Source: an optimization exercise on an open RTL-to-GDS flow (aim: small area, a short achievable clock period and few clock cycles per item). Production flows keep margins and buffers that such runs may drop.
RTL that was checked went through simulation tests only; none was proved equivalent to the original.
No functional check of the RTL was part of runs 1 to 6.
No activity file was given, so power comes from the tool's default toggle rates.

<file path="flow/config.mk">
export PLATFORM = sky130hd
export DESIGN_NAME = execute_divide
export DESIGN_NICKNAME = execute_divide
export VERILOG_FILES = /design/flow/design.v
export SDC_FILE = /design/flow/constraint.sdc
export NUM_CORES = 4
export LEC_CHECK = 0
export CAP_MARGIN = 20
export CORE_MARGIN = 2
export CORE_UTILIZATION = 40
export SETUP_SLACK_MARGIN = 3.5
export SLEW_MARGIN = 20
</file>
<file path="flow/run.sh">
#!/bin/bash
# synth_recipe.tcl (not shown) runs the flow's synth.tcl, then flattens the netlist and writes it again
# the make line also repeats each setting of config.mk as NAME=value (left out here)
make -C /OpenROAD-flow-scripts/flow DESIGN_CONFIG=/design/flow/config.mk WORK_HOME=/design/flow/orfs CLKGATE_MAP_FILE= SYNTH_SCRIPT=/design/flow/synth_recipe.tcl finish
</file>
<file path="flow/constraint.sdc">
create_clock -name core_clock -period 7.0 [get_ports {clk}]
set_input_delay 1.4000 -clock core_clock [delete_from_list [all_inputs] [get_ports {clk}]]
set_output_delay 1.4000 -clock core_clock [all_outputs]
set_load 0.01 [all_outputs]
</file>
<file path="flow/design.v">
module execute_divide(input wire              clk,
                      input wire              reset,
                      input wire              enable,
                      input wire 	      unsigned_div,
                      output wire             done,
                      input wire [32-1:0] in_a,
                      input wire [32-1:0] in_b,
                      output reg [32-1:0] out,
                      output reg              ov
                      );
   reg                                         st_idle;
   reg                                         st_neg;
   reg                                         st_prep;
   reg                                         st_iter;
   reg                                         st_done;
   reg [32:0]                                  R;      
   reg [31:0]                                  D;      
   reg [4:0]                                   lza;    
   reg [4:0]                                   lzb;    
   reg                                         b_neg;  
   reg                                         negate;  
   reg                                         inv_q;   
   function [4:0] lzc(input [31:0] x);
      reg [31:0] y;
      reg [3:0]  q;
      reg [7:0]  nz;
      reg [15:0] l;
      reg        found;
      integer    g;
      begin
         y = x | 32'h1;
         for (g = 0; g < 8; g = g + 1) begin
            q = y[4*g +: 4];
            nz[g] = |q;
            l[2*g +: 2] = q[3] ? 2'd0 : q[2] ? 2'd1 : q[1] ? 2'd2 : 2'd3;
         end
         lzc = 5'd31;
         found = 0;
         for (g = 7; g >= 0; g = g - 1)
           if (!found && nz[g]) begin
              lzc = {3'd7 - g[2:0], l[2*g +: 2]};
              found = 1;
           end
      end
   endfunction
   function [32:0] add33(input [32:0] x, input [32:0] y, input c);
      reg [33:0] g, p, gn, pn, p0;
      integer    i, lvl, d;
      begin
         g = {x & y, c};
         p0 = {x ^ y, 1'b0};
         p = p0;
         for (lvl = 0; lvl < 6; lvl = lvl + 1) begin
            d = 1 << lvl;
            gn = g; pn = p;
            for (i = 0; i < 34; i = i + 1)
              if (i >= d) begin
                 gn[i] = g[i] | (p[i] & g[i-d]);
                 pn[i] = p[i] & p[i-d];
              end
            g = gn; p = pn;
         end
         add33 = p0[33:1] ^ g[32:0];
      end
   endfunction
   wire        a_neg = !unsigned_div && in_a[31];
   wire        b_negi = !unsigned_div && in_b[31];
   wire        b_zero = (in_b == 32'h0);
   wire        s_ovf = !unsigned_div && (in_a == 32'h80000000) &&
               (in_b == 32'hffffffff);
   wire [31:0] b_form = b_negi ? in_b : ~in_b;
   wire [31:0] t_a = in_a ^ {!unsigned_div && in_a[31], in_a[31:1]};
   wire [31:0] t_b = in_b ^ {!unsigned_div && in_b[31], in_b[31:1]};
   wire [4:0]  lz_a = lzc(t_a);
   wire [4:0]  lz_b = lzc(t_b);
   reg  [31:0] a_clear;    
   integer     k;
   always @(*) begin
      a_clear[31] = !t_a[31];
      for (k = 30; k >= 0; k = k - 1)
        a_clear[k] = a_clear[k+1] && !t_a[k];
   end
   wire        a_short = |(t_b & a_clear) && !a_neg;
   wire [4:0]  lza_in = b_zero ? {3'b0, !unsigned_div && in_a[31],
                                  !unsigned_div && !in_a[31]} : lz_a;
   wire        r_neg = R[32];
   wire [32:0] dsub = {!st_neg, D};
   wire [32:0] sum = add33(R, r_neg ? ~dsub : dsub,
                           st_neg || (r_neg ? b_neg : !b_neg));
   wire        ge = !sum[32];
   wire [4:0]  sg = lzb & ~lza;
   wire [4:0]  sp = lzb ^ ~lza;
   wire [4:0]  sc = {sg[3] | (sp[3] & sg[2]) | (sp[3] & sp[2] & sg[1]) |
                     (sp[3] & sp[2] & sp[1] & sg[0]) | (sp[3] & sp[2] & sp[1] & sp[0]),
                     sg[2] | (sp[2] & sg[1]) | (sp[2] & sp[1] & sg[0]) | (sp[2] & sp[1] & sp[0]),
                     sg[1] | (sp[1] & sg[0]) | (sp[1] & sp[0]),
                     sg[0] | sp[0],
                     1'b1};
   wire [4:0]  shamt = sp ^ sc;
   wire        f = !b_neg;
   wire [31:0] sh0 = shamt[0] ? {D[30:0], f} : D;
   wire [31:0] sh1 = shamt[1] ? {sh0[29:0], {2{f}}} : sh0;
   wire [31:0] sh2 = shamt[2] ? {sh1[27:0], {4{f}}} : sh1;
   wire [31:0] sh3 = shamt[3] ? {sh2[23:0], {8{f}}} : sh2;
   wire [31:0] sh4 = shamt[4] ? {sh3[15:0], {16{f}}} : sh3;
   always @(posedge clk) begin
      st_idle 	<= reset || !enable;
      st_neg 	<= !reset && enable && st_idle && !a_short && a_neg;
      st_prep 	<= !reset && enable && ((st_idle && !a_short && !a_neg) || st_neg);
      st_iter 	<= !reset && enable && ((st_prep && ge) || (st_iter && lza != 0));
      st_done 	<= !reset && enable && ((st_idle && a_short) || (st_prep && !ge) ||
                                        (st_iter && lza == 0) || st_done);
   end
   always @(posedge clk) begin
      lza 	<= st_idle ? lza_in : st_prep ? shamt : lza - 1;
      if (st_idle) begin
         R 	<= {1'b0, a_neg ? ~in_a : in_a};
         D 	<= a_neg ? 32'h0 : b_form;
         b_neg 	<= b_negi;
         negate <= a_neg ^ b_negi;
         inv_q 	<= (a_neg ^ b_negi) || s_ovf;
         lzb 	<= lz_b;
         ov 	<= b_zero || s_ovf;
         out 	<= 32'h0;
      end
      if (st_neg) begin
         R 	<= sum;
         D 	<= b_form;
      end
      if (st_prep) begin
         if (negate)
           R 	<= sum;
         D 	<= sh4;
         out 	<= {32{inv_q && ge}};
      end
      if (st_iter) begin
         R 	<= sum;
         D 	<= {1'b1, D[31:1]};
         out 	<= {out[30:0], ge ^ inv_q};
      end
   end
   assign done = st_done;
endmodule  
</file>
==> run_results.csv, run 1 <==
group,metric,value,unit
timing,finalSetupTns,0,ps
critical_path,cp_num_buf_inv,0,
place,dp_hpwl,28410,microns
yosys,synthesis.nets,1540,
critical_path,cp-start-kind,"flop",
global_route,grt_first_pass_wirelength,58020,microns
timing,worst_slew_pin_slew,1050,ps
cts,path_clk_slew,60,ps
critical_path,critical_path_class,"reg2reg",
critical_path,crit_fanout,8,
timing,setup_slack,3497,ps
min_path,hold_class,"reg2reg",
status,outcome,"no timing/DRC/antenna violations",
pwr,ir_drop,0.1941,mV
final_layout,nets,1643,
flow_run,cap_violations,0,
cts,cts_buffers,17,
pwr,pwr-share-clk,22.1,%
timing,fmax,0.2855,GHz
critical_path,worst_setup_path_end_kind,"flop",
floorplan,die_area,29220,sq um
cts,clkLatencyLatePin,440,ps
global_route,antenna_found_initial,0,
critical_path,cp_common_cell,"ha_4",
cts,clock-root-buffer,"clkbuf_16",
yosys,avgSynthCellArea,8.060,sq um
critical_path,worstPathRequired,7300,ps
timing,max-slew-margin-rel,29.96,%
yosys,synthFlopType,"edfxtp_1",
final_layout,final_core_util,50.85,%
final_layout,layout_common_cells,"nand2_1, o21ai_0, inv_1, nor2_1, ha_1",
floorplan,start_util,40.35,%
yosys,synthCells,1383,
timing,setup_viol,0,
final_layout,drive_gt1_share,13.14,%
yosys,yosys.cell_types.count,73,
floorplan,die_width,170.9,microns
timing,post-route-period-util,50.05,%
detailed_routing,viasPerCell,5.754,
detailed_routing,vias,10800,
detailed_routing,drt-initial-drc-count,1168,
yosys,async_flop_share,0,%
floorplan,core-area,27630,sq um
critical_path,cp_cell_sequence,"xor2_2 > ha_4 > nor2_4 > a2111oi_4 > nand4_1 > o22ai_4 > a311oi_4 > o31ai_4 > a31oi_4 > xnor2_2 > ha_4 > nand2_8 > nand2_4",
global_route,grt_max_degree,87,
critical_path,cp_slowest_stage_delay,470,ps
place,portBuffers,101,
global_route,overflow,0,
detailed_routing,routed_wl,39010,microns
cts,cts_tree,"done",
pwr,combPwrFrac,55.5,%
pwr,switching_share,43.60,%
critical_path,critical_path.slowest_cell,"edfxtp_1",
cts,clkSinkCount,116,
pwr,p_leak,6.242,nW
timing,finalMaxSlewViolations,0,
detailed_routing,dr.pass1.iters,5,
critical_path,worstPathArrival,3800,ps
global_route,grtUsageTotal,26.14,%
detailed_routing,ant_nets,0,
pwr,seqPwrFrac,22.4,%
floorplan,fp.dieH,170.9,microns
timing,min_period,3503,ps
global_route,grt_pass1_vias,10120,
yosys,ys_seq_area_share,27.30,%
floorplan,io-pin-count,102,
timing,rsz0062_at_grt,"yes",
final_layout,final_common_cell,"nand2_1",
detailed_routing,routedWlPerCell,20.79,microns
pwr,internal_power,2.428,mW
detailed_routing,drc_errors,0,
floorplan,row_count,61,
critical_path,crit_family,"compound AO/OA/AOI/OAI gates",
yosys,synth_seq_cells,116,
yosys,synth_edf_count,72,
pwr,power,4.305,mW
final_layout,antenna_cells,0,
final_layout,area_delta_synth_final,26.03,%
place,dp_slack,2167,ps
pwr,p_per_area,306.5,nW/um^2
yosys,syn_area,11150,sq um
place,place.gp.congestion,0.9419,
timing,finalHoldViolations,0,
cts,h-tree-depth,4,
timing,worst_clock_skew,15.21,ps
pwr,switchingPower,1.877,mW
yosys,yosys_warnings,1,
cts,clk_path_buf_depth,2,
-- flip-flops by register name, indices dropped and copies added, names as in the netlist --
name     flops
negate       1
st_idle      1
inv_q        1
R           33
st_iter      1
st_done      1
D           32
st_neg       1
st_prep      1
b_neg        1
lzb          5
out         32
lza          5
ov           1
-- power groups by stage --
stage | Combinational [mW] | Sequential, mW | Clock [mW]
after detailed placement | 2.08 | 0.988 | 0
after global routing | 2.59 | 0.972 | 0.980
after floorplan | 1.57 | 0.921 | 0
after global placement | 2.07 | 0.989 | 0
after CTS | 2.18 | 0.961 | 0.953
final | 2.39 | 0.965 | 0.951
-- tightest hold or removal path: stages (launching register included) --
cell      delay [ps]
dfxtp_1          330
o211ai_1          80
o21ai_0           60
-- cell usage after synthesis, drive strengths merged, types with 37 or more instances --
cell      n  area, sq um
xnor2    66        578.1
edfxtp   72         2162
ha       88         1101
nor2     87        326.6
mux2i    59        590.6
nand2   205        769.5
a21oi    71        355.3
o211ai   37        277.8
xor2     67        594.3
dfxtp    44        880.8
clkbuf   57        214.0
inv      97        364.1
o21ai   114        570.5
nand3    45        225.2
-- final cells by class --
| class | count | area (sq um) |
|---|---|---|
| fillers | 2633 | 13580 |
| multi-input cells | 1101 | 8044 |
| flip-flops and latches | 116 | 3049 |
| repair buffers | 153 | 1493 |
| well taps | 378 | 473.0 |
| clock buffers | 20 | 446.7 |
| inverters | 97 | 364.1 |
| clock inverters | 12 | 178.9 |
-- kinds of logic (layout without fill, tap and decap cells) --
logic type,after synthesis,count (layout),share of synthesized area (%)
simple gates,437,442,17.87
fa+ha+maj,89,89,10.06
buf+inv,171,282,5.915
mux,71,71,6.914
xor+xnor,133,133,10.52
flops,116,116,27.30
compound gates,366,366,21.43
-- path summary, 6_finish.rpt --
check        start       to  slack [ps]  cells past startpoint
max           D[1]  out[28]        3500                     13
min          R[25]    R[25]         510                      2
max reg2reg   D[1]  out[28]        3500                     13
min reg2reg  R[25]    R[25]         510                      2
-- timing repair --
| item | CTS | global route |
|---|---|---|
| cloned | 2 | 3 |
| buffers inserted | 21 | 17 |
| pin swaps | 13 | 27 |
| endpoints found under the setup margin | 75 | 67 |
| hold buffers | 0 | 0 |
| gates resized for setup | 46 | 98 |
-- per-stage QoR --
| step | cells | hold WS (ps) | cell area (sq um) |
|---|---|---|---|
| 2_1_floorplan | 1383 | 468.6 | 11190 |
| 3_3_place_gp | 1801 | 481.0 | 12510 |
| 3_5_place_dp | 1801 | 489.8 | 12510 |
| 4_1_cts | 1856 | 507.3 | 13520 |
| 5_1_grt | 1877 | 525.6 | 14050 |
| 6_report | 1877 | 510.0 | 14050 |
-- metal layers --
metal / vias to the layer above / global-route usage, % / part of all wire (%)
met5: - / 0 / 0
met4: 0 / 13.04 / 4.3
met3: 81 / 2.660 / 6.7
met2: 439 / 41.31 / 45
met1: 5141 / 35.57 / 44
li1: 5140 / - / -
==> run 2: changes to the inputs <==
--- a/flow/design.v
+++ b/flow/design.v
@@ -70,3 +70,2 @@
                (in_b == 32'hffffffff);
-   wire [31:0] b_form = b_negi ? in_b : ~in_b;
    wire [31:0] t_a = in_a ^ {!unsigned_div && in_a[31], in_a[31:1]};
@@ -85,6 +84,5 @@
                                   !unsigned_div && !in_a[31]} : lz_a;
-   wire        r_neg = R[32];
-   wire [32:0] dsub = {!st_neg, D};
-   wire [32:0] sum = add33(R, r_neg ? ~dsub : dsub,
-                           st_neg || (r_neg ? b_neg : !b_neg));
+   wire        sub = R[32] ^ !b_neg;
+   wire [32:0] dsub = {b_neg ^ st_neg, D};
+   wire [32:0] sum = add33(R, sub ? ~dsub : dsub, sub || st_neg);
    wire        ge = !sum[32];
@@ -99,3 +97,3 @@
    wire [4:0]  shamt = sp ^ sc;
-   wire        f = !b_neg;
+   wire        f = 1'b0;
    wire [31:0] sh0 = shamt[0] ? {D[30:0], f} : D;
@@ -116,4 +114,4 @@
       if (st_idle) begin
-         R 	<= {1'b0, a_neg ? ~in_a : in_a};
-         D 	<= a_neg ? 32'h0 : b_form;
+         R 	<= {a_neg && !b_negi, a_neg ? ~in_a : in_a};
+         D 	<= a_neg ? 32'h0 : in_b;
          b_neg 	<= b_negi;
@@ -127,3 +125,3 @@
          R 	<= sum;
-         D 	<= b_form;
+         D 	<= in_b;
       end
@@ -137,3 +135,3 @@
          R 	<= sum;
-         D 	<= {1'b1, D[31:1]};
+         D 	<= {b_neg, D[31:1]};
          out 	<= {out[30:0], ge ^ inv_q};
==> run 2 against run 1 <==
Cell count shrank 6.0%. Clock skew shrank 4.7 ps. Sequential power grew 0.5%. First-iteration DRC count shrank 12%. Still clean on timing, DRC and antenna. Via count shrank 4.6%. Non-clock buffer count shrank 7.
==> run_results.csv, run 2 <==
group,metric,value,unit
cts,hold_buffers,0,
critical_path,cp_cell_sequence,"buf_4 > xor2_4 > buf_12 > xnor2_1 > ha_1 > nand2_1 > nor4_2 > o2bb2ai_2 > o21ai_2 > o21ai_2 > xor2_2 > ha_4 > nand2_8 > nand2_1",
floorplan,start_util,40.54,%
detailed_routing,drc_errors,0,
critical_path,cp_slowest_stage_delay,470,ps
flow_run,cap_violations,0,
place,dp_cells,1696,
timing,finalMaxSlewViolations,0,
final_layout,layout_common_cells,"nand2_1, inv_1, ha_1, o21ai_0, edfxtp_1",
global_route,antenna_found_initial,0,
timing,fmax,0.2841,GHz
detailed_routing,routedWlPerCell,20.99,microns
yosys,synth_edf_count,73,
pwr,ir_drop,0.1621,mV
detailed_routing,drt-initial-drc-count,1033,
yosys,yosys.cell_types.count,81,
global_route,grt_first_pass_wirelength,57320,microns
detailed_routing,viasPerCell,5.835,
critical_path,cp-start-kind,"flop",
detailed_routing,dr.pass1.iters,6,
critical_path,critical_path.slowest_cell,"edfxtp_1",
yosys,async_flop_share,0,%
critical_path,crit_end,"out[13]",
timing,finalHoldViolations,0,
floorplan,die_area,28570,sq um
global_route,grt_pass1_vias,9782,
timing,min_period,3520,ps
timing,post-route-period-util,50.29,%
final_layout,reg.largest.list,"R: 33 flops, D: 32 flops, out: 32 flops",
yosys,ys_seq_area_share,28.02,%
critical_path,crit_cells,14,
critical_path,worstPathRequired,7290,ps
cts,cts_tree,"done",
cts,clkLatencyLatePin,430,ps
yosys,synthTopCellsByCount,"nand2_1, inv_1, ha_1",
timing,rsz0062_at_grt,"yes",
timing,worst_slew_pin_slew,1101,ps
detailed_routing,ant_nets,0,
floorplan,fp.dieH,169.0,microns
critical_path,reg2reg_slack,3480,ps
final_layout,largest_reg_flops,33,
yosys,yosysTopAreaCellShare,20.12,%
cts,clkSinkCount,116,
cts,path_clk_slew,70,ps
timing,max-slew-margin-rel,26.47,%
place,place.gp.congestion,0.9401,
critical_path,critical_path_class,"reg2reg",
final_layout,nets,1569,
yosys,yosys_warnings,1,
yosys,synth_seq_cells,116,
floorplan,io-pin-count,102,
critical_path,r2r-end,"out[13]",
floorplan,die_width,169.0,microns
final_layout,final_common_cell,"nand2_1",
timing,finalSetupTns,0,ps
timing,worst_clock_skew,10.50,ps
place,dpl_cell_area,12180,sq um
final_layout,largest_register,"R",
place,portBuffers,101,
pwr,p_per_area,328.7,nW/um^2
yosys,synthFlopType,"edfxtp_1",
final_layout,multi_input_area,7676,sq um
status,outcome,"no timing/DRC/antenna violations",
final_layout,layout.cells.non_filler,1765,
floorplan,core-area,26880,sq um
final_layout,seqCellArea,3057,sq um
critical_path,cp_num_buf_inv,2,
detailed_routing,routed_wl,37050,microns
min_path,min-delay-start,"R[18]",
yosys,avgSynthCellArea,8.323,sq um
final_layout,fin_area,13570,sq um
critical_path,crit_family,"simple AND/OR/NAND/NOR gates",
global_route,overflow,0,
timing,setup_viol,0,
global_route,grt_max_degree,70,
critical_path,worstPathArrival,3810,ps
final_layout,antenna_cells,0,
place,dp_hpwl,27720,microns
final_layout,area_delta_synth_final,24.56,%
cts,cts_buffers,17,
cts,clock-root-buffer,"clkbuf_16",
cts,clk_path_buf_depth,2,
timing,holdWs,506.3,ps
yosys,syn_area,10900,sq um
floorplan,row_count,60,
final_layout,drive_gt1_share,13.34,%
timing,setup_slack,3480,ps
critical_path,worst_setup_path_end_kind,"flop",
critical_path,crit_fanout,16,
critical_path,reg2reg_from,"b_neg",
yosys,yosys-top-cells-area,"edfxtp_1, ha_1, dfxtp_1",
yosys,synthesis.nets,1467,
critical_path,startpoint,"b_neg",
yosys,synth_area_leader_cell,"edfxtp_1",
global_route,grtUsageTotal,26.04,%
place,dp_slack,2190,ps
critical_path,reg2reg_depth,14,
final_layout,fillers,2596,
cts,h-tree-depth,4,
yosys,synthCells,1309,
min_path,hold_class,"reg2reg",
yosys,synth_most_common_cell,"nand2_1",
pwr,p_leak,5.891,nW
detailed_routing,vias,10300,
==> run 2: what timing repair did <==
action	4_1_cts	5_1_grt
pin swaps	10	22
buffers inserted	20	14
resized for setup	65	57
gates cloned	2	0
endpoints found under the setup margin	77	63
==> run 2: through the flow <==
| stage | util, % | power (mW) |
|---|---|---|
| global route | 50.50 | 4.764 |
| floorplan | - | 2.662 |
| detailed placement | 45.30 | 3.257 |
| CTS | 49.19 | 4.307 |
| finish | 50.50 | 4.461 |
| global placement | 45.30 | 3.258 |
==> run 2: routing by layer <==
metal | part of all wire, % | GRT usage (%) | vias up | routed length [microns]
met5 | 0 | 0 | - | 0
met4 | 2.8 | 8.584 | 0 | 1041
met3 | 5.6 | 3.156 | 53 | 2073
met2 | 45 | 41.34 | 363 | 16730
met1 | 46 | 36.86 | 4913 | 17200
li1 | - | - | 4970 | -
==> run 2: power breakdown <==
part,internal (mW),switching [mW]
logic,1.10,1.44
clock network,0.544,0.401
registers,0.845,0.125
total,2.49,1.97
==> run 2: final cells by class <==
| class | count | area share, % |
|---|---|---|
| repair buffers | 146 | 10.36 |
| clock buffers | 17 | 3.134 |
| flip-flops and latches | 116 | 22.52 |
| clock inverters | 15 | 1.374 |
| inverters | 103 | 2.904 |
| well taps | 341 | 3.144 |
| multi-input cells | 1027 | 56.56 |
==> run 2: cells by family after synthesis <==
family | synth area share (%)
simple gates | 16.86
compound gates | 21.45
buf+inv | 6.017
flops | 28.02
xor+xnor | 8.268
fa+ha+maj | 10.40
mux | 8.980
==> run 2: worst min-delay path by stage <==
stage	to	depth (start not counted)
2_1_floorplan	R[9]	2
3_3_place_gp	R[30]	2
3_5_place_dp	R[14]	2
4_1_cts	R[14]	2
5_1_grt	R[13]	2
6_report	R[18]	2
==> run 2: worst reg2reg max path: cells and delay by family, from the launching register on <==
kind,cells,cell delay [ps]
simple gates,4,800
flops,1,470
xor+xnor,3,590
fa+ha+maj,2,650
compound gates,3,500
buf+inv,2,380
==> run 3: changes to the inputs <==
--- a/flow/config.mk
+++ b/flow/config.mk
@@ -10,3 +10,3 @@
 export CORE_UTILIZATION = 40
-export SETUP_SLACK_MARGIN = 3.5
+export SETUP_SLACK_MARGIN = 3.0
 export SLEW_MARGIN = 20
==> run 3 against run 2 <==
Hold slack barely moved. Maximum frequency fell by 9.2%. Global-route usage fell by 0.54 points. Worst setup slack got worse by 360 ps. Non-clock buffer count fell by 22. Critical path type is now in2reg. Largest cell class unchanged.
==> run_results.csv, run 3 <==
group,metric,value,unit
detailed_routing,drc_errors,0,
detailed_routing,vias,10260,
detailed_routing,ant_nets,0,
yosys,yosys-top-cells-area,"edfxtp_1, ha_1, dfxtp_1",
cts,clkSinkCount,116,
yosys,synth_seq_cells,116,
cts,path_clk_slew,60,ps
critical_path,worstPathRequired,7330,ps
pwr,power,4.277,mW
cts,cts_tree,"done",
pwr,p_per_area,327.9,nW/um^2
yosys,syn_area,10900,sq um
final_layout,largest_register,"R",
yosys,synthTopCellsByCount,"nand2_1, inv_1, ha_1",
final_layout,final_common_cell,"nand2_1",
final_layout,area_delta_synth_final,19.71,%
timing,finalMaxSlewViolations,0,
yosys,synth_most_common_cell,"nand2_1",
timing,finalSetupTns,0,ps
critical_path,reg2reg_depth,14,
final_layout,seqCellArea,3057,sq um
pwr,ir_drop,0.1720,mV
global_route,antenna_found_initial,0,
critical_path,cp_common_cell,"a211oi_1",
min_path,min-delay-start,"R[7]",
flow_run,cap_violations,0,
cts,clk_path_buf_depth,2,
detailed_routing,dr.pass1.iters,5,
cts,h-tree-depth,4,
timing,min_period,3875,ps
timing,max-slew-margin-rel,40.50,%
cts,cts_buffers,17,
floorplan,fp.dieH,169.0,microns
yosys,async_flop_share,0,%
critical_path,cp_cell_sequence,"clkdlybuf4s50_1 > nand2b_1 > buf_4 > clkinv_2 > ha_1 > a211oi_1 > a211oi_1 > a21o_1",
status,outcome,"no timing/DRC/antenna violations",
global_route,grtUsageTotal,25.50,%
yosys,synthFlopType,"edfxtp_1",
yosys,yosysTopAreaCellShare,20.12,%
floorplan,core-area,26880,sq um
min_path,min_to,"R[7]",
final_layout,fillers,2623,
cts,hold_buffers,0,
timing,finalHoldViolations,0,
yosys,synth_edf_count,73,
timing,fmax,0.2580,GHz
critical_path,reg2reg_from,"b_neg",
yosys,ys_seq_area_share,28.02,%
yosys,yosys_warnings,1,
global_route,grt_first_pass_wirelength,55880,microns
final_layout,reg.largest.list,"R: 33 flops, D: 32 flops, out: 32 flops",
timing,worst_slew_pin_slew,890.3,ps
critical_path,cp-start-kind,"input pin",
yosys,yosys.cell_types.count,81,
final_layout,drive_gt1_share,9.208,%
final_layout,nets,1546,
floorplan,io-pin-count,102,
place,portBuffers,101,
critical_path,worst_setup_path_end_kind,"flop",
timing,setup_viol,0,
critical_path,worstPathArrival,4210,ps
yosys,synth_area_leader_cell,"edfxtp_1",
cts,clkLatencyLatePin,440,ps
floorplan,die_area,28570,sq um
global_route,grt_max_degree,70,
final_layout,layout_common_cells,"nand2_1, inv_1, clkdlybuf4s50_1, ha_1, o21ai_0",
detailed_routing,drt-initial-drc-count,833,
final_layout,antenna_cells,0,
critical_path,critical_path.slowest_cell,"clkdlybuf4s50_1",
global_route,overflow,0,
critical_path,reg2reg_slack,3190,ps
place,dp_hpwl,27610,microns
critical_path,r2r-end,"out[0]",
cts,clock-root-buffer,"clkbuf_16",
timing,post-route-period-util,55.36,%
min_path,hold_class,"reg2reg",
yosys,synthesis.nets,1467,
place,place.gp.congestion,0.9634,
timing,rsz0062_at_grt,"no",
yosys,synthCells,1309,
critical_path,crit_fanout,34,
detailed_routing,routed_wl,36480,microns
critical_path,cp_slowest_stage_delay,730,ps
floorplan,row_count,60,
timing,worst_clock_skew,10.87,ps
global_route,grt_pass1_vias,9717,
floorplan,start_util,40.54,%
pwr,p_leak,5.570,nW
final_layout,multi_input_area,7356,sq um
detailed_routing,routedWlPerCell,20.94,microns
final_layout,largest_reg_flops,33,
critical_path,critical_path_class,"in2reg",
floorplan,die_width,169.0,microns
min_path,holdPathStages,2,
detailed_routing,viasPerCell,5.889,
yosys,avgSynthCellArea,8.323,sq um
[run 3: worst max path at each step]
stage,from,endpoint,cells past startpoint
2_1_floorplan,b_neg,out[10],15
3_3_place_gp,b_neg,out[7],12
3_5_place_dp,b_neg,out[26],14
4_1_cts,b_neg,out[19],13
5_1_grt,in_a[27],st_prep,10
6_report,unsigned_div,R[32],8
[run 3: final cells by class]
class / instances / area share (%)
clock buffers: 17 / 3.262
clock inverters: 15 / 1.218
inverters: 103 / 2.974
multi-input cells: 1026 / 56.40
flip-flops and latches: 116 / 23.44
well taps: 341 / 3.271
repair buffers: 124 / 9.440
[run 3: cell families after synthesis]
logic type / count (synthesis) / share of synthesized area (%)
simple gates: 392 / 16.86
compound gates: 358 / 21.45
buf+inv: 168 / 6.017
flops: 116 / 28.02
xor+xnor: 102 / 8.268
fa+ha+maj: 90 / 10.40
mux: 83 / 8.980
[run 3: timing repair]
action / in CTS / in global routing
buffers inserted: 3 / 8
cloned: 1 / 0
setup endpoints to repair: 36 / 40
pin swaps: 1 / 3
resized for setup: 5 / 21
[run 3: per-stage QoR]
stage	hold slack (ps)	area [sq um]	utilization, %	worst slack, ps	cells
global route	536.6	13040	48.53	2973	1742
global placement	487.7	12180	45.33	2273	1697
finish	506.3	13040	48.53	3125	1742
floorplan	465.1	10900	-	3203	1309
CTS	509.2	12880	47.91	3013	1734
detailed placement	491.1	12210	45.43	2191	1698
[run 3: metal layers]
metal | part of all wire, % | vias to the layer above | track usage, %
li1 | - | 4935 | -
met1 | 46 | 4919 | 35.18
met2 | 46 | 353 | 40.97
met3 | 6.3 | 52 | 4.068
met4 | 2.5 | 0 | 8.175
met5 | 0 | - | 0
[run 3: report_power, final]
part	internal (mW)	total, mW	switching [mW]
sequential	0.845	0.966	0.121
combinational	1.02	2.39	1.37
clock	0.505	0.916	0.411
total	2.37	4.28	1.90
[run 3: worst max-delay path: cells and delay by family]
kind | cells | cell delay, ps
compound gates | 3 | 500
fa+ha+maj | 1 | 440
buf+inv | 3 | 1690
simple gates | 1 | 170
==> run 4: changes to the inputs <==
--- a/flow/design.v
+++ b/flow/design.v
@@ -14,2 +14,3 @@
    reg                                         st_iter;
+   reg                                         st_zero;
    reg                                         st_done;
@@ -108,3 +109,4 @@
       st_iter 	<= !reset && enable && ((st_prep && ge) || (st_iter && lza != 0));
-      st_done 	<= !reset && enable && ((st_idle && a_short) || (st_prep && !ge) ||
+      st_zero 	<= !reset && enable && st_prep && !ge && inv_q;
+      st_done 	<= !reset && enable && ((st_idle && a_short) || (st_prep && !ge && !inv_q) || st_zero ||
                                         (st_iter && lza == 0) || st_done);
@@ -131,3 +133,3 @@
          D 	<= sh4;
-         out 	<= {32{inv_q && ge}};
+         out 	<= {32{inv_q}};
       end
@@ -138,2 +140,4 @@
       end
+      if (st_zero)
+        out 	<= 32'h0;
    end
--- a/flow/config.mk
+++ b/flow/config.mk
@@ -10,3 +10,3 @@
 export CORE_UTILIZATION = 40
-export SETUP_SLACK_MARGIN = 3.0
+export SETUP_SLACK_MARGIN = 3.5
 export SLEW_MARGIN = 20
==> run 4 against run 3 <==
Still clean on timing, DRC and antenna. Register-to-register slack better by 220 ps. Sequential share of layout area is 2.9 points lower. Clock skew is 3.5 ps higher. Sequential cell count is 1 higher. Final area is 3.1% higher. Via count is 4.6% higher. Worst setup slack better by 260 ps. First-iteration DRC count is 28% higher. Hold slack worse by 9.4 ps. Critical endpoint is now st_done. Largest power group unchanged. Highest routed layer is now met5.
==> run_results.csv, run 4 <==
group,metric,value,unit
detailed_routing,dr.pass1.iters,16,
global_route,busiest_layer,"met2",
yosys,synthCells,1373,
final_layout,antenna_cells,0,
global_route,gr-usage-met1,37.03,%
yosys,synth_area_leader_cell,"dfxtp_1",
place,portBuffers,101,
timing,post-route-period-util,51.58,%
cts,clk_path_buf_depth,2,
timing,fmax,0.2770,GHz
floorplan,fp.dieH,167.5,microns
final_layout,fillers,2560,
global_route,antenna_found_initial,1,
timing,worst_slew_pin_slew,1029,ps
critical_path,critical_path_class,"in2reg",
cts,clkLatencyLatePin,420,ps
global_route,grt_first_pass_wirelength,57210,microns
final_layout,area_delta_synth_final,25.74,%
timing,setup_viol,0,
critical_path,worstPathArrival,3940,ps
yosys,avgSynthCellArea,7.790,sq um
global_route,grtUsageTotal,26.57,%
detailed_routing,drc_errors,0,
yosys,synthFlopType,"dfxtp_1",
min_path,hold_class,"reg2reg",
timing,worst_clock_skew,14.41,ps
cts,h-tree-depth,4,
yosys,synth_seq_cells,117,
global_route,overflow,0,
min_path,min-delay-start,"out[31]",
yosys,yosys_warnings,1,
final_layout,multi_input_area,7943,sq um
global_route,grt_max_degree,82,
flow_run,cap_violations,0,
final_layout,final_core_util,51.46,%
critical_path,worst_setup_path_end_kind,"flop",
floorplan,die_area,28060,sq um
cts,cts_tree,"done",
floorplan,start_util,40.93,%
critical_path,reg2reg_from,"b_neg",
detailed_routing,ant_nets,0,
final_layout,largest_register,"R",
place,place.gp.congestion,1.021,
place,dp_hpwl,28740,microns
cts,path_clk_slew,50,ps
detailed_routing,routed_wl,38110,microns
final_layout,reg.largest.list,"R: 33 flops, D: 32 flops, out: 32 flops",
final_layout,seqCellArea,2759,sq um
detailed_routing,viasPerCell,5.918,
detailed_routing,vias,10730,
floorplan,row_count,59,
cts,hold_buffers,0,
cts,clkSinkCount,117,
timing,rsz0062_at_grt,"yes",
detailed_routing,drt-initial-drc-count,1065,
critical_path,cp-start-kind,"input pin",
pwr,ir_drop,0.2082,mV
floorplan,io-pin-count,102,
global_route,use_met2,40.23,%
timing,holdWs,496.9,ps
floorplan,die_width,167.5,microns
critical_path,crit_fanout,4,
yosys,yosys.cell_types.count,70,
detailed_routing,routedWlPerCell,21.02,microns
yosys,syn_area,10700,sq um
floorplan,core-area,26130,sq um
yosys,synth_most_common_cell,"nand2_1",
critical_path,worstPathRequired,7330,ps
pwr,p_per_area,317.3,nW/um^2
pwr,p_leak,5.687,nW
final_layout,layout_common_cells,"nand2_1, a21oi_1, o21ai_0, nor2_1, inv_1",
timing,min_period,3611,ps
yosys,yosys-top-cells-area,"dfxtp_1, edfxtp_1, ha_1",
final_layout,largest_reg_flops,33,
final_layout,nets,1622,
timing,finalHoldViolations,0,
yosys,ys_seq_area_share,25.74,%
global_route,globalRouteMet3Util,6.169,%
global_route,grt_pass1_vias,9820,
cts,cts_buffers,17,
status,outcome,"no timing/DRC/antenna violations",
yosys,synthTopCellsByCount,"nand2_1, a21oi_1, o21ai_0",
yosys,async_flop_share,0,%
final_layout,drive_gt1_share,14.88,%
yosys,synth_edf_count,41,
cts,clock-root-buffer,"clkbuf_16",
timing,max-slew-margin-rel,31.41,%
timing,finalMaxSlewViolations,0,
yosys,synthesis.nets,1530,
timing,finalSetupTns,0,ps
yosys,yosysTopAreaCellShare,14.23,%
critical_path,startpoint,"in_b[16]",
final_layout,final_common_cell,"nand2_1",
-- run 4: cell types whose count changed after synthesis, moves of 11 or more --
cell,change
nand2_1,-35
clkbuf_1,+19
buf_2,-11
dfxtp_1,+33
o21ai_0,+37
nor2_1,+40
edfxtp_1,-32
o21ai_1,-25
nor3_1,+21
a21oi_1,+52
-- run 4: layout make-up --
| cell class | instances | share of cell area (%) |
|---|---|---|
| repair buffers | 146 | 10.31 |
| inverters | 101 | 3.070 |
| well taps | 335 | 3.117 |
| repair inverters | 1 | 0.03722 |
| multi-input cells | 1081 | 59.06 |
| clock inverters | 9 | 0.4094 |
| clock buffers | 23 | 3.480 |
| flip-flops and latches | 117 | 20.52 |
-- run 4: metal layers --
| metal | wire length, microns | share of wire, % | vias up |
|---|---|---|---|
| met5 | 12 | 0.031 | - |
| met4 | 1344 | 3.5 | 2 |
| met3 | 2884 | 7.6 | 70 |
| met2 | 16880 | 44 | 406 |
| met1 | 16990 | 45 | 5150 |
| li1 | - | - | 5101 |
-- run 4: worst paths after layout --
path	endpoint	slack, ps	cells past startpoint
max	st_done	3390	10
max reg2reg	st_done	3410	14
min	out[31]	500	2
min reg2reg	out[31]	500	2
-- run 4: timing repair --
action,CTS,global route
gates resized for setup,125,89
setup buffers,15,15
setup endpoints to repair,66,44
pin swaps,12,23
cloned,3,1
-- run 4: cells by family (layout without fill, tap and decap cells) --
logic type | count (synthesis) | in the layout | share of synthesized area [%]
AO/OA/AOI/OAI | 380 | 380 | 21.51
XOR/XNOR | 111 | 113 | 9.160
adder cells (fa/ha/maj) | 89 | 89 | 10.48
buffers and inverters | 177 | 280 | 6.247
flip-flops | 117 | 117 | 25.74
multiplexers | 82 | 82 | 8.388
AND/OR/NAND/NOR | 417 | 417 | 18.47
-- run 4: report_power, final --
group | switching [mW] | internal, mW
clock | 0.317 | 0.467
sequential | 0.115 | 0.819
combinational | 1.44 | 1.10
-- run 4: metrics by stage --
stage | std cells | instance area, sq um | power [mW] | setup WS (ps)
finish | 1813 | 13450 | 4.266 | 3389
global route | 1813 | 13450 | 4.544 | 3288
CTS | 1797 | 13020 | 4.087 | 3475
detailed placement | 1747 | 12070 | 3.182 | 2313
global placement | 1747 | 12070 | 3.158 | 2365
floorplan | 1373 | 10780 | 2.582 | 3303
-- run 4: worst max-delay path: stages --
cell and delay, ps:
clkdlybuf4s50_1 630, xor2_1 420, a21oi_1 200, o21ai_0 220, a31oi_1 110, o21ai_1 230, a221oi_2 100, buf_4 170
or3_1 320, a31oi_1 140
==> run 5: changes to the inputs <==
--- a/flow/design.v
+++ b/flow/design.v
@@ -21,2 +21,3 @@
    reg                                         b_neg;  
+   reg                                         sub;    
    reg                                         negate;  
@@ -85,4 +86,3 @@
                                   !unsigned_div && !in_a[31]} : lz_a;
-   wire        sub = R[32] ^ !b_neg;
-   wire [32:0] dsub = {b_neg ^ st_neg, D};
+   wire [32:0] dsub = {b_neg && !st_neg, D};
    wire [32:0] sum = add33(R, sub ? ~dsub : dsub, sub || st_neg);
@@ -116,3 +116,4 @@
       if (st_idle) begin
-         R 	<= {a_neg && !b_negi, a_neg ? ~in_a : in_a};
+         R 	<= {1'b0, a_neg ? ~in_a : in_a};
+         sub 	<= !a_neg && !b_negi;
          D 	<= a_neg ? 32'h0 : in_b;
@@ -127,2 +128,3 @@
          R 	<= sum;
+         sub 	<= sum[32] ^ !b_neg;
          D 	<= in_b;
@@ -130,4 +132,6 @@
       if (st_prep) begin
-         if (negate)
-           R 	<= sum;
+         if (negate) begin
+            R 	<= sum;
+            sub <= sum[32] ^ !b_neg;
+         end
          D 	<= sh4;
@@ -137,2 +141,3 @@
          R 	<= sum;
+         sub 	<= sum[32] ^ !b_neg;
          D 	<= {b_neg, D[31:1]};
==> run 5 against run 4 <==
Clock skew shrank 1.4 ps. Largest cell class unchanged. Register-to-register slack gained 190 ps. Die area grew 2.0%. Critical path depth shrank 1. Critical path type unchanged. Worst setup slack gained 110 ps. Final area shrank 1.0%.
==> run_results.csv, run 5 <==
group,metric,value,unit
timing,worst_clock_skew,13.00,ps
cts,clkLatencyLatePin,430,ps
critical_path,worstPathArrival,3810,ps
yosys,synthCells,1373,
yosys,synthTopCellsByCount,"nand2_1, a21oi_1, nor2_1",
place,dp_hpwl,27570,microns
detailed_routing,drc_errors,0,
yosys,yosys.cell_types.count,71,
floorplan,die_area,28630,sq um
detailed_routing,dr.pass1.iters,5,
final_layout,layout_common_cells,"nand2_1, a21oi_1, o21ai_0, nor2_1, inv_1",
final_layout,drive_gt1_share,11.91,%
timing,fmax,0.2860,GHz
detailed_routing,ant_nets,0,
place,place.gp.congestion,0.9734,
flow_run,cap_violations,0,
global_route,grt_first_pass_wirelength,56460,microns
final_layout,nets,1598,
timing,finalHoldViolations,0,
floorplan,core-area,26880,sq um
critical_path,critical_path.slowest_cell,"clkdlybuf4s50_1",
final_layout,final_core_util,49.52,%
yosys,yosys_warnings,1,
yosys,avgSynthCellArea,7.952,sq um
min_path,hold_class,"reg2reg",
final_layout,largest_register,"R",
critical_path,cp_slowest_stage_delay,510,ps
yosys,yosysTopAreaCellShare,14.12,%
final_layout,final_common_cell,"nand2_1",
floorplan,fp.dieH,169.2,microns
yosys,async_flop_share,0,%
detailed_routing,drt-initial-drc-count,1117,
final_layout,largest_reg_flops,33,
yosys,synthesis.nets,1530,
final_layout,area_delta_synth_final,21.90,%
floorplan,start_util,40.62,%
critical_path,cp-start-kind,"input pin",
global_route,grt_max_degree,74,
global_route,grt_pass1_vias,9972,
yosys,synth_area_leader_cell,"dfxtp_1",
floorplan,io-pin-count,102,
detailed_routing,viasPerCell,5.972,
critical_path,crit_fanout,4,
cts,cts_buffers,17,
critical_path,worstPathRequired,7320,ps
floorplan,die_width,169.2,microns
pwr,p_per_area,330.2,nW/um^2
timing,worst_slew_pin_slew,841.1,ps
pwr,p_leak,5.651,nW
detailed_routing,vias,10710,
status,outcome,"no timing/DRC/antenna violations",
place,dpl_cell_area,12210,sq um
cts,path_clk_slew,60,ps
yosys,synth_most_common_cell,"nand2_1",
detailed_routing,routedWlPerCell,20.68,microns
final_layout,antenna_cells,0,
cts,cts_tree,"done",
timing,setup_viol,0,
yosys,synthFlopType,"dfxtp_1",
yosys,ys_seq_area_share,25.40,%
floorplan,row_count,60,
pwr,ir_drop,0.1531,mV
critical_path,critical_path_class,"in2reg",
timing,finalSetupTns,0,ps
cts,clkSinkCount,118,
timing,max-slew-margin-rel,43.85,%
critical_path,worst_setup_path_end_kind,"flop",
detailed_routing,routed_wl,37090,microns
yosys,synth_edf_count,41,
timing,min_period,3496,ps
critical_path,cp_common_cell,"a31oi_1",
yosys,syn_area,10920,sq um
cts,h-tree-depth,4,
cts,hold_buffers,0,
cts,clk_path_buf_depth,2,
timing,finalMaxSlewViolations,0,
critical_path,cp_cell_sequence,"clkdlybuf4s50_1 > xor2_1 > nor2_1 > a221o_1 > a211o_1 > a21oi_1 > o211ai_1 > a31oi_1 > a31oi_1",
final_layout,reg.largest.list,"R: 33 flops, D: 32 flops, out: 32 flops",
global_route,antenna_found_initial,0,
yosys,synth_seq_cells,118,
place,portBuffers,101,
yosys,yosys-top-cells-area,"dfxtp_1, edfxtp_1, ha_1",
global_route,grtUsageTotal,25.49,%
cts,clock-root-buffer,"clkbuf_16",
final_layout,fin_area,13310,sq um
timing,rsz0062_at_grt,"yes",
global_route,overflow,0,
timing,post-route-period-util,49.95,%
==> run 5: cell types whose count changed in the layout (fill, tap and decap cells not counted), moves of 13 or more <==
cell / change
xnor2_1: -27
nand2_1: -26
xor2_1: +20
buf_4: -18
xnor2_2: -15
nand3_1: +13
==> run 5: what timing repair did <==
item                                    CTS  global route
resized for setup                        88            66
setup buffers                            10             1
endpoints found under the hold margin     0             0
pin swaps                                15            15
cloned                                    1             0
endpoints found under the setup margin   59            25
==> run 5: kinds of logic (layout without fill, tap and decap cells) <==
logic type / Yosys count / in the layout / synth area share [%]
simple gates: 406 / 407 / 17.79
flops: 118 / 118 / 25.40
fa+ha+maj: 89 / 89 / 10.27
compound gates: 405 / 405 / 23.50
xor+xnor: 95 / 95 / 7.747
mux: 85 / 85 / 9.145
buf+inv: 175 / 254 / 6.154
==> run 5: worst paths after layout <==
kind,startpoint,endpoint,slack (ps),cells past startpoint
worst max register to register,sub,st_done,3600,10
worst max-delay path,in_a[15],st_done,3500,9
worst min-delay path,out[31],out[31],500,2
worst min register to register,out[31],out[31],500,2
==> run 5: where the power goes <==
part	internal, mW	switching [mW]	leakage (nW)
Sequential	0.838	0.124	1.09
Combinational	1.08	1.52	4.30
Clock	0.479	0.350	0.268
Total	2.40	2.00	5.65
==> run 5: final cells by class <==
cell class	count	area, sq um
fill	2645	13570
multi-input combinational	1081	8021
sequential	118	2779
timing repair buffer	127	1181
clock buffer	20	467.9
tap	341	426.7
inverter	96	361.6
clock inverter	11	71.32
==> run 5: critical path, delay by kind of cell <==
| kind | cells | cell delay, ps |
|---|---|---|
| AOI/OAI and AO/OA | 6 | 1330 |
| buffers and inverters | 1 | 510 |
| xor gates and xnor gates | 1 | 470 |
| and+or+nand+nor | 1 | 100 |
==> run 5: metrics by stage <==
stage          setup slack [ps]  power (mW)  instances  hold WS, ps
2_1_floorplan              3505       2.725       1373        465.7
3_5_place_dp               2383       3.355       1751        488.4
4_1_cts                    3501       4.272       1793        498.3
5_1_grt                    3459       4.668       1794        527.4
3_3_place_gp               2452       3.342       1751        479.2
6_report                   3504       4.395       1794        495.5
==> run 5: per-layer routing <==
| layer | vias up | share of wire (%) | GRT usage [%] |
|---|---|---|---|
| met1 | 5130 | 46 | 36.61 |
| met4 | 0 | 2.5 | 7.692 |
| li1 | 5117 | - | - |
| met3 | 49 | 7.2 | 3.685 |
| met5 | - | 0 | 0 |
| met2 | 417 | 44 | 39.61 |
==> run 6: changes to the inputs <==
--- a/flow/config.mk
+++ b/flow/config.mk
@@ -9,3 +9,5 @@
 export CORE_MARGIN = 2
-export CORE_UTILIZATION = 40
+export CORE_UTILIZATION = 55
+export CTS_BUF_LIST = sky130_fd_sc_hd__clkbuf_8
+export PLACE_DENSITY = 0.75
 export SETUP_SLACK_MARGIN = 3.5
==> run 6 against run 5 <==
Largest cell class unchanged. Sequential power grew 0.5%. First-iteration DRC count grew 15%. Still clean. Highest routed layer unchanged. Largest power group unchanged. Combinational power grew 3%. Clock power shrank 19%.
==> run_results.csv, run 6 <==
group,metric,value,unit
status,outcome,"no timing/DRC/antenna violations",
floorplan,io-pin-count,102,
final_layout,drive_gt1_share,12.91,%
global_route,overflow,0,
place,dp_hpwl,25870,microns
detailed_routing,viasPerCell,6.454,
final_layout,final_common_cell,"nand2_1",
detailed_routing,dr.pass1.iters,6,
pwr,p_per_area,326.0,nW/um^2
yosys,synth_most_common_cell,"nand2_1",
timing,post-route-period-util,49.79,%
timing,min_period,3486,ps
yosys,synth_seq_cells,118,
critical_path,cp_num_buf_inv,1,
pwr,ir_drop,0.1745,mV
timing,setup_viol,0,
pwr,p_leak,5.682,nW
yosys,synthTopCellsByCount,"nand2_1, a21oi_1, nor2_1",
floorplan,row_count,51,
cts,clk_path_buf_depth,2,
pwr,pwr-share-clk,15.7,%
pwr,switchingPower,2.030,mW
floorplan,die_width,144.9,microns
final_layout,antenna_cells,0,
place,place.gp.congestion,1.059,
global_route,grt_first_pass_wirelength,53570,microns
yosys,synth_edf_count,41,
global_route,grt_pass1_vias,9940,
yosys,syn_area,10920,sq um
global_route,antenna_found_initial,0,
critical_path,critical_path.slowest_cell,"dfxtp_4",
timing,finalSetupTns,0,ps
yosys,yosys-top-cells-area,"dfxtp_1, edfxtp_1, ha_1",
min_path,hold_class,"reg2reg",
timing,finalMaxSlewViolations,0,
final_layout,fillers,1604,
yosys,synthFlopType,"dfxtp_1",
timing,fmax,0.2869,GHz
global_route,grt_max_degree,91,
detailed_routing,vias,11160,
cts,h-tree-depth,4,
detailed_routing,drt-initial-drc-count,1280,
timing,worst_clock_skew,16.45,ps
detailed_routing,routed_wl,36000,microns
timing,finalHoldViolations,0,
timing,rsz0062_at_grt,"yes",
critical_path,crit_fanout,8,
floorplan,start_util,56.10,%
pwr,seqPwrFrac,22.4,%
final_layout,largest_reg_flops,33,
cts,cts_buffers,17,
cts,cts_tree,"done",
timing,max-slew-margin-rel,35.71,%
yosys,synthesis.nets,1530,
timing,worst_slew_pin_slew,964.4,ps
cts,clkLatencyLatePin,470,ps
yosys,synthCells,1373,
critical_path,cp-start-kind,"flop",
critical_path,cp_cell_sequence,"buf_4 > xor2_1 > ha_1 > a21oi_1 > o21ai_1 > a311oi_1 > nor3b_2 > a211oi_1 > o31ai_1 > nand3_1 > a31o_2",
critical_path,crit_family,"compound AO/OA/AOI/OAI gates",
critical_path,critical_path_class,"reg2reg",
timing,holdWs,491.6,ps
critical_path,worst_setup_path_end_kind,"flop",
global_route,grtUsageTotal,33.40,%
yosys,avgSynthCellArea,7.952,sq um
floorplan,core-area,19460,sq um
pwr,internal_power,2.276,mW
critical_path,cp_slowest_stage_delay,450,ps
critical_path,reg2reg_slack,3510,ps
flow_run,cap_violations,0,
critical_path,reg2reg_depth,11,
cts,path_clk_slew,90,ps
yosys,yosys.cell_types.count,71,
cts,clkSinkCount,118,
pwr,switching_share,47.15,%
detailed_routing,routedWlPerCell,20.82,microns
place,portBuffers,101,
final_layout,largest_register,"R",
critical_path,worstPathArrival,3840,ps
floorplan,fp.dieH,144.9,microns
final_layout,nets,1608,
yosys,async_flop_share,0,%
yosys,ys_seq_area_share,25.40,%
min_path,holdPathStages,2,
yosys,yosysTopAreaCellShare,14.12,%
final_layout,layout_common_cells,"nand2_1, a21oi_1, nor2_1, o21ai_0, inv_1",
cts,clock-root-buffer,"clkbuf_8",
critical_path,crit_cells,11,
pwr,combPwrFrac,61.9,%
critical_path,worstPathRequired,7360,ps
floorplan,die_area,20990,sq um
detailed_routing,drc_errors,0,
final_layout,reg.largest.list,"R: 33 flops, D: 32 flops, out: 32 flops",
detailed_routing,ant_nets,0,
yosys,synth_area_leader_cell,"dfxtp_1",
yosys,yosys_warnings,1,
final_layout,area_delta_synth_final,20.95,%
-- run 6: cell counts after synthesis --
Identical to the previous run, type by type.
-- run 6: worst paths after layout --
check                           startpoint  endpoint
worst max register to register         sub     R[25]
worst max-delay path                   sub     R[25]
worst min-delay path               out[31]   out[31]
worst min register to register     out[31]   out[31]
-- run 6: tightest hold or removal path: cells and delay by family, from the launching register on --
kind / cells / cell delay [ps]
DFF: 1 / 320
and+or+nand+nor: 2 / 130
-- run 6: power by group through the flow --
stage,logic [mW],registers [mW],clock network [mW]
after floorplan,1.80,0.928,0
after global placement,2.32,0.971,0
after detailed placement,2.35,0.972,0
after CTS,2.42,0.954,0.682
after global routing,2.87,0.981,0.711
final,2.67,0.966,0.674
-- run 6: layout make-up --
type	count	area [sq um]	area share [%]
Clock inverter	15	163.9	1.241
Tap cell	265	331.6	2.511
Inverter	96	360.3	2.729
Timing Repair Buffer	137	1301	9.854
Sequential cell	118	2779	21.04
Multi-Input combinational cell	1081	8035	60.85
Clock buffer	17	234.0	1.772
-- run 6: logic make-up (layout without fill, tap and decap cells) --
group / count (synthesis) / after routing / synth area share [%]
compound gates: 405 / 405 / 23.50
xor+xnor: 95 / 95 / 7.747
mux: 85 / 85 / 9.145
fa+ha+maj: 89 / 89 / 10.27
buf+inv: 175 / 265 / 6.154
simple gates: 406 / 407 / 17.79
flops: 118 / 118 / 25.40
-- run 6: timing repair --
action,in CTS,in global routing
gates resized for setup,53,98
setup buffers,11,11
hold buffers,0,0
endpoints found under the setup margin,58,35
gates cloned,0,1
pin swaps,11,19
-- run 6: layer usage --
metal,track usage [%],part of all wire [%]
met1,45.61,41
met2,51.61,45
met3,8.259,10
met4,11.39,3.7
met5,0,0
-- run 6: through the flow --
step / cell area [sq um] / power (mW) / std cells / util (%) / setup slack [ps]
2_1_floorplan: 10940 / 2.725 / 1373 / - / 3505
3_5_place_dp: 12110 / 3.326 / 1674 / 62.23 / 2550
3_3_place_gp: 12110 / 3.294 / 1674 / 62.23 / 2638
4_1_cts: 12710 / 4.059 / 1717 / 65.32 / 3498
5_1_grt: 13210 / 4.558 / 1729 / 67.85 / 3392
6_report: 13210 / 4.305 / 1729 / 67.85 / 3514
==> run 7: changes to the inputs <==
--- a/flow/design.v
+++ b/flow/design.v
@@ -115,2 +115,7 @@
       lza 	<= st_idle ? lza_in : st_prep ? shamt : lza - 1;
+      lzb 	<= lz_b;
+      D 	<= st_idle ? (a_neg ? 32'h0 : in_b) :
+                   st_neg ? in_b :
+                   st_prep ? sh4 :
+                   {b_neg, D[31:1]};
       if (st_idle) begin
@@ -118,3 +123,10 @@
          sub 	<= !a_neg && !b_negi;
-         D 	<= a_neg ? 32'h0 : in_b;
+      end else if (!st_prep || negate) begin
+         R 	<= sum;
+         sub 	<= sum[32] ^ !b_neg;
+      end
+      out 	<= (st_idle || st_zero) ? 32'h0 :
+                   st_prep ? {32{inv_q}} :
+                   {out[30:0], ge ^ inv_q};
+      if (st_idle) begin
          b_neg 	<= b_negi;
@@ -122,27 +134,4 @@
          inv_q 	<= (a_neg ^ b_negi) || s_ovf;
-         lzb 	<= lz_b;
          ov 	<= b_zero || s_ovf;
-         out 	<= 32'h0;
       end
-      if (st_neg) begin
-         R 	<= sum;
-         sub 	<= sum[32] ^ !b_neg;
-         D 	<= in_b;
-      end
-      if (st_prep) begin
-         if (negate) begin
-            R 	<= sum;
-            sub <= sum[32] ^ !b_neg;
-         end
-         D 	<= sh4;
-         out 	<= {32{inv_q}};
-      end
-      if (st_iter) begin
-         R 	<= sum;
-         sub 	<= sum[32] ^ !b_neg;
-         D 	<= {b_neg, D[31:1]};
-         out 	<= {out[30:0], ge ^ inv_q};
-      end
-      if (st_zero)
-        out 	<= 32'h0;
    end
--- a/flow/config.mk
+++ b/flow/config.mk
@@ -9,6 +9,4 @@
 export CORE_MARGIN = 2
-export CORE_UTILIZATION = 55
-export CTS_BUF_LIST = sky130_fd_sc_hd__clkbuf_8
-export PLACE_DENSITY = 0.75
-export SETUP_SLACK_MARGIN = 3.5
+export CORE_UTILIZATION = 40
+export SETUP_SLACK_MARGIN = 3.7
 export SLEW_MARGIN = 20
==> run 7 against run 6 <==
Clock power is 38% higher. Combinational power is 22% higher. Synthesized cell count is 6.3% lower. Critical endpoint is now lzb[1]. Die area is 31% higher. Final area is 5.2% higher. Still clean. Global-route usage is 8.4 points lower.
==> run_results.csv, run 7 <==
group,metric,value,unit
yosys,synth-simple-area-share,17.01,%
detailed_routing,dr_wl_met2,16820,microns
yosys,async_flop_share,0,%
yosys,synthCells,1286,
timing,setup_slack,3715,ps
critical_path,critical_path_class,"in2reg",
detailed_routing,wirelength_met1,16340,microns
pwr,pwr-share-clk,18.2,%
yosys,synthesis.nets,1443,
pwr,switching_share,44.83,%
timing,post-route-period-util,46.93,%
critical_path,r2r-end,"R[29]",
status,outcome,"no timing/DRC/antenna violations",
floorplan,fp.dieH,165.9,microns
global_route,grtUsageTotal,25.02,%
floorplan,start_util,40.48,%
yosys,synthMuxAreaShare,9.807,%
critical_path,crit_fanout,5,
cts,clkLatencyLatePin,430,ps
floorplan,die_width,165.9,microns
pwr,combPwrFrac,63.5,%
min_path,min_to,"out[25]",
pwr,power,5.123,mW
timing,fmax,0.3044,GHz
min_path,hold_class,"reg2reg",
critical_path,worstPathRequired,7340,ps
critical_path,startpoint,"in_b[31]",
critical_path,reg2reg_slack,3720,ps
cts,cts_tree,"done",
yosys,synthFlopType,"dfxtp_1",
pwr,switchingPower,2.297,mW
place,dp_hpwl,25970,microns
final_layout,antenna_cells,0,
timing,finalHoldViolations,0,
yosys,synthTopCellsByCount,"nor2_1, inv_1, nand2_1",
final_layout,reg.largest.list,"R: 33 flops, D: 32 flops, out: 32 flops",
final_layout,final_core_util,53.61,%
yosys,synth_xor_xnor_area_share,10.06,%
cts,clk_path_buf_depth,2,
yosys,yosysTopAreaCellShare,15.08,%
detailed_routing,viasPerCell,5.740,
final_layout,nets,1570,
cts,clock-root-buffer,"clkbuf_16",
yosys,synth_most_common_cell,"nor2_1",
yosys,synth_compound_area_share,19.97,%
pwr,ir_drop,0.1965,mV
detailed_routing,routed_wl,36290,microns
global_route,grt_pass1_vias,9484,
timing,finalSetupTns,0,ps
pwr,internal_power,2.826,mW
cts,cts_buffers,17,
detailed_routing,wl_met3,2286,microns
pwr,p_per_area,368.8,nW/um^2
timing,rsz0062_at_grt,"yes",
yosys,avgSynthCellArea,8.155,sq um
detailed_routing,dr.pass1.iters,7,
timing,worst_slew_pin_slew,960.1,ps
final_layout,largest_reg_flops,33,
final_layout,largest_register,"R",
yosys,synth_edf_count,39,
final_layout,drive_gt1_share,21.32,%
cts,path_clk_slew,70,ps
detailed_routing,drt-initial-drc-count,898,
pwr,seqPwrFrac,18.3,%
global_route,overflow,0,
yosys,yosys_warnings,1,
yosys,synth_fa_ha_area_share,10.69,%
detailed_routing,routedWlPerCell,20.61,microns
detailed_routing,top_layer,"met4",
critical_path,cp-start-kind,"input pin",
critical_path,reg2reg_from,"sub",
timing,setup_viol,0,
final_layout,final_common_cell,"nor2_1",
yosys,ys_seq_area_share,26.25,%
floorplan,row_count,59,
detailed_routing,vias,10110,
yosys,synth_top_family_by_area,"compound AO/OA/AOI/OAI gates",
global_route,antenna_found_initial,0,
yosys,synth_seq_cells,118,
pwr,p_leak,5.873,nW
timing,max-slew-margin-rel,35.85,%
floorplan,core-area,25910,sq um
min_path,holdPathStages,2,
floorplan,io-pin-count,102,
timing,worst_clock_skew,11.32,ps
final_layout,layout_common_cells,"nor2_1, nand2_1, o21ai_0, inv_1, dfxtp_1",
flow_run,cap_violations,0,
detailed_routing,ant_nets,0,
final_layout,area_delta_synth_final,32.45,%
place,dp_slack,2603,ps
critical_path,reg2reg_depth,12,
floorplan,die_area,27530,sq um
yosys,yosys.cell_types.count,73,
global_route,grt_first_pass_wirelength,54120,microns
min_path,min-delay-start,"out[24]",
yosys,syn_area,10490,sq um
yosys,yosys-top-cells-area,"dfxtp_1, edfxtp_1, ha_1",
cts,h-tree-depth,4,
critical_path,worstPathArrival,3620,ps
global_route,grt_max_degree,89,
place,portBuffers,101,
yosys,synth_area_leader_cell,"dfxtp_1",
critical_path,worst_setup_path_end_kind,"flop",
timing,holdWs,457.6,ps
detailed_routing,drc_errors,0,
timing,finalMaxSlewViolations,0,
timing,min_period,3285,ps
place,place.gp.congestion,0.9428,
cts,clkSinkCount,118,
-- run 7: changes by cell type after synthesis, sizes merged, moves of 25 or more --
cell,previous run,this run
nand3,46,16
o211ai,33,7
nor2,104,139
a21oi,105,63
nor3,51,26
-- run 7: kinds of logic (layout without fill, tap and decap cells) --
logic type / after synthesis / count (layout)
flip-flops: 118 / 118
buffers and inverters: 166 / 304
adder cells (fa/ha/maj): 89 / 89
AND/OR/NAND/NOR: 380 / 382
multiplexers: 94 / 94
AO/OA/AOI/OAI: 321 / 321
XOR/XNOR: 118 / 118
-- run 7: worst max-delay path: stages --
cell and delay, ps:
buf_12 110, inv_6 40, ha_4 190, a21o_1 190, nor3b_4 230, nand3_2 120
or4_1 530, o31a_1 160, nor4b_2 290, nor2_1 90, o32ai_2 250
-- run 7: worst max-delay path by stage --
stage	end	slack [ps]
3_3_place_gp	lza[2]	2710
3_5_place_dp	lzb[1]	2600
2_1_floorplan	lzb[1]	3540
4_1_cts	lzb[1]	3500
5_1_grt	R[29]	3620
6_report	lzb[1]	3710
-- run 7: timing repair --
item / 4_1_cts / 5_1_grt
gates resized for setup: 168 / 189
setup endpoints to repair: 64 / 54
pin swaps: 24 / 52
setup buffers: 29 / 24
endpoints found under the hold margin: 0 / 0
hold buffers: 0 / 0
cloned: 2 / 2
-- run 7: power by group through the flow --
stage                     Sequential, mW  Clock [mW]  Combinational [mW]
after global routing               0.950       0.962                3.52
after floorplan                    0.907           0                1.96
after detailed placement           0.948           0                2.51
after CTS                          0.931       0.938                2.87
after global placement             0.947           0                2.50
final                              0.940       0.930                3.25
-- run 7: metal layers --
layer  up-vias  GRT usage, %
li1       4842             -
met1      4844         34.30
met2       374         41.08
met3        49         4.290
met4         0         6.087
met5         -             0
-- run 7: layout make-up --
cell class	instances	area [sq um]
tap	335	419.2
multi-input combinational	1004	8149
timing repair buffer	168	1558
clock buffer	17	425.4
fill	2412	12020
inverter	104	405.4
sequential	118	2756
clock inverter	15	177.7
-- run 7: per-stage QoR --
step | std cells | cell area [sq um]
2_1_floorplan | 1286 | 10620
3_3_place_gp | 1672 | 11910
3_5_place_dp | 1672 | 11910
4_1_cts | 1735 | 13210
5_1_grt | 1761 | 13890
6_report | 1761 | 13890
Testbench counts of run 7, summed over its fixed seeds: cycles 32,040, items 3,200.
==> run 8: changes to the inputs <==
--- a/flow/config.mk
+++ b/flow/config.mk
@@ -10,3 +10,3 @@
 export CORE_UTILIZATION = 40
-export SETUP_SLACK_MARGIN = 3.7
+export SETUP_SLACK_MARGIN = 3.9
 export SLEW_MARGIN = 20
==> run 8 against run 7 <==
Still clean. Area after synthesis unchanged. Sequential cell count unchanged. Die area unchanged. Cell count up 0.62%. Sequential share of layout area down 0.63 points. Final area up 3.3%. Routed wire length up 0.68%. First-iteration DRC count down 5.0%. Register-to-register slack worse by 60 ps. Critical path depth up 4. Count of clock-buffer cells in the layout unchanged. Clock skew about the same.
==> run_results.csv, run 8 <==
group,metric,value,unit
status,outcome,"no timing/DRC/antenna violations",
cts,clkLatencyLatePin,430,ps
yosys,synth_most_common_cell,"nor2_1",
final_layout,nets,1580,
yosys,avgSynthCellArea,8.155,sq um
yosys,synthesis.nets,1443,
pwr,pwr-share-clk,16.4,%
final_layout,reg.largest.list,"R: 33 flops, D: 32 flops, out: 32 flops",
detailed_routing,drc_errors,0,
floorplan,io-pin-count,102,
critical_path,critical_path_class,"reg2reg",
yosys,yosysTopAreaCellShare,15.08,%
yosys,yosys_warnings,1,
yosys,synthTopCellsByCount,"nor2_1, inv_1, nand2_1",
pwr,combPwrFrac,66.1,%
critical_path,crit_fanout,8,
final_layout,final_common_cell,"nor2_1",
yosys,yosys.cell_types.count,73,
global_route,antenna_found_initial,2,
critical_path,worstPathRequired,7310,ps
final_layout,largest_reg_flops,33,
place,place.gp.congestion,0.9505,
cts,clkSinkCount,118,
global_route,grt_first_pass_wirelength,55340,microns
yosys,ys_seq_area_share,26.25,%
floorplan,fp.dieH,165.9,microns
timing,min_period,3342,ps
yosys,async_flop_share,0,%
critical_path,worst_setup_path_end_kind,"flop",
timing,rsz0062_at_grt,"yes",
cts,h-tree-depth,4,
yosys,synth_edf_count,39,
detailed_routing,dr.pass1.iters,5,
global_route,overflow,0,
flow_run,cap_violations,0,
cts,path_clk_slew,70,ps
pwr,switchingPower,2.452,mW
yosys,synth_seq_cells,118,
timing,finalSetupTns,0,ps
timing,worst_slew_pin_slew,944.5,ps
detailed_routing,drt-initial-drc-count,853,
final_layout,drive_gt1_share,25.56,%
critical_path,worstPathArrival,3650,ps
cts,clk_path_buf_depth,2,
yosys,synth_area_leader_cell,"dfxtp_1",
final_layout,largest_register,"R",
pwr,ir_drop,0.1711,mV
detailed_routing,vias,10050,
final_layout,seqCellArea,2756,sq um
pwr,internal_power,2.962,mW
detailed_routing,routed_wl,36530,microns
timing,post-route-period-util,47.74,%
timing,worst_clock_skew,10.85,ps
global_route,grt_max_degree,81,
final_layout,multi_input_area,8581,sq um
final_layout,area_delta_synth_final,36.79,%
cts,clock-root-buffer,"clkbuf_16",
pwr,p_per_area,377.4,nW/um^2
floorplan,die_area,27530,sq um
floorplan,die_width,165.9,microns
cts,cts_buffers,17,
floorplan,start_util,40.48,%
detailed_routing,ant_nets,0,
global_route,grt_pass1_vias,9619,
floorplan,core-area,25910,sq um
timing,setup_slack,3659,ps
floorplan,row_count,59,
timing,finalMaxSlewViolations,0,
final_layout,fillers,2343,
yosys,synthFlopType,"dfxtp_1",
global_route,grtUsageTotal,25.72,%
timing,finalHoldViolations,0,
place,portBuffers,101,
timing,setup_viol,0,
detailed_routing,routedWlPerCell,20.62,microns
timing,max-slew-margin-rel,36.89,%
yosys,synthCells,1286,
pwr,seqPwrFrac,17.5,%
min_path,hold_class,"reg2reg",
pwr,switching_share,45.29,%
pwr,p_leak,5.868,nW
critical_path,cp-start-kind,"flop",
yosys,syn_area,10490,sq um
detailed_routing,viasPerCell,5.669,
final_layout,layout_common_cells,"nor2_1, nand2_1, o21ai_0, inv_1, dfxtp_1",
timing,fmax,0.2993,GHz
cts,cts_tree,"done",
place,dp_slack,2699,ps
place,dp_hpwl,26080,microns
yosys,yosys-top-cells-area,"dfxtp_1, edfxtp_1, ha_1",
run 8: cell counts after synthesis:
No cell type changed its count.
run 8: stage by stage:
step	area, sq um	power (mW)	hold WS (ps)	std cells	utilization, %
floorplan	10690	2.897	473.3	1286	-
finish	14350	5.414	457.8	1772	55.37
global placement	11980	3.492	440.0	1672	46.24
global route	14340	5.732	489.5	1771	55.36
detailed placement	11980	3.508	450.9	1672	46.24
CTS	13820	5.008	462.6	1756	53.34
run 8: worst max-delay path, cell delays in order (launching register included):
cell	delay, ps
edfxtp_1	380
buf_6	170
buf_12	160
buf_6	130
xor2_4	200
ha_4	330
and4_4	240
nand4_1	170
a211oi_2	260
o31ai_4	160
buf_4	160
buf_4	130
a21oi_4	160
mux2i_1	260
a21oi_1	90
o21a_1	210
run 8: cell families (layout without fill, tap and decap cells):
family | Yosys count | after routing | synth area share [%]
adder cells (fa/ha/maj) | 89 | 89 | 10.69
flip-flops | 118 | 118 | 26.25
AO/OA/AOI/OAI | 321 | 321 | 19.97
AND/OR/NAND/NOR | 380 | 381 | 17.01
other | 0 | 1 | 0
buffers and inverters | 166 | 315 | 6.216
XOR/XNOR | 118 | 118 | 10.06
multiplexers | 94 | 94 | 9.807
run 8: final timing paths:
kind | endpoint | cells past startpoint | start | slack [ps]
worst min-delay path | out[2] | 2 | out[1] | 460
worst max register to register | out[0] | 15 | sub | 3660
worst max-delay path | out[0] | 15 | sub | 3660
worst min register to register | out[2] | 2 | out[1] | 460
run 8: area by class of cell:
| class | instances | share of cell area [%] |
|---|---|---|
| multi-input combinational | 1003 | 59.81 |
| sequential | 118 | 19.21 |
| timing repair buffer | 179 | 11.25 |
| clock buffer | 17 | 2.965 |
| tap | 335 | 2.922 |
| inverter | 104 | 2.808 |
| clock inverter | 15 | 1.012 |
| antenna | 1 | 0.01744 |
run 8: power groups by stage:
stage                     Combinational [mW]  Sequential (mW)  Clock, mW
final                                   3.58            0.945      0.889
after global routing                    3.85            0.958      0.925
after CTS                               3.18            0.933      0.892
after detailed placement                2.57            0.935          0
after global placement                  2.56            0.934          0
after floorplan                         1.99            0.907          0
run 8: per-layer routing:
layer,part of all wire [%],global-route usage [%],up-vias,routed length [microns]
li1,-,-,4838,-
met1,44,34.70,4741,16260
met2,45,40.38,397,16470
met3,6.7,4.838,67,2444
met4,3.7,10.96,2,1357
met5,0.027,0,-,10
run 8: repair_timing:
action,in CTS,in global routing
hold buffers,0,0
cloned,5,0
buffers inserted,47,15
setup endpoints to repair,53,59
pin swaps,43,44
gates resized for setup,328,113

## re-timing with driven ports
In the flow no input, the clock included, has a driving cell. The finished layouts below were timed again as built, in two steps.
Step 1: set_driving_cell puts a clkbuf_16 on clk and a buf_2 on each other input, an assumption about the parent block.
Step 2 also shifts input and output timing later by t, the mid clock arrival at the registers, as if the neighbouring blocks saw the same clock.
Slacks: ideal / step 1 / step 2; pairs: ideal / step 1.
run | t (ns) | slack for setup (ns)
run 1 | 0.481 | 3.497 / 3.497 / 3.108
run 2 | 0.477 | 3.480 / 3.480 / 3.106
run 3 | 0.490 | 3.125 / 3.143 / 2.653
run 4 | 0.460 | 3.389 / 3.409 / 2.950
run 5 | 0.474 | 3.504 / 3.525 / 3.051
run 6 | 0.507 | 3.514 / 3.514 / 3.025
run 7 | 0.475 | 3.715 / 3.672 / 3.197
run 8 | 0.477 | 3.658 / 3.658 / 3.306
After both steps setup and hold are still met in every run listed.
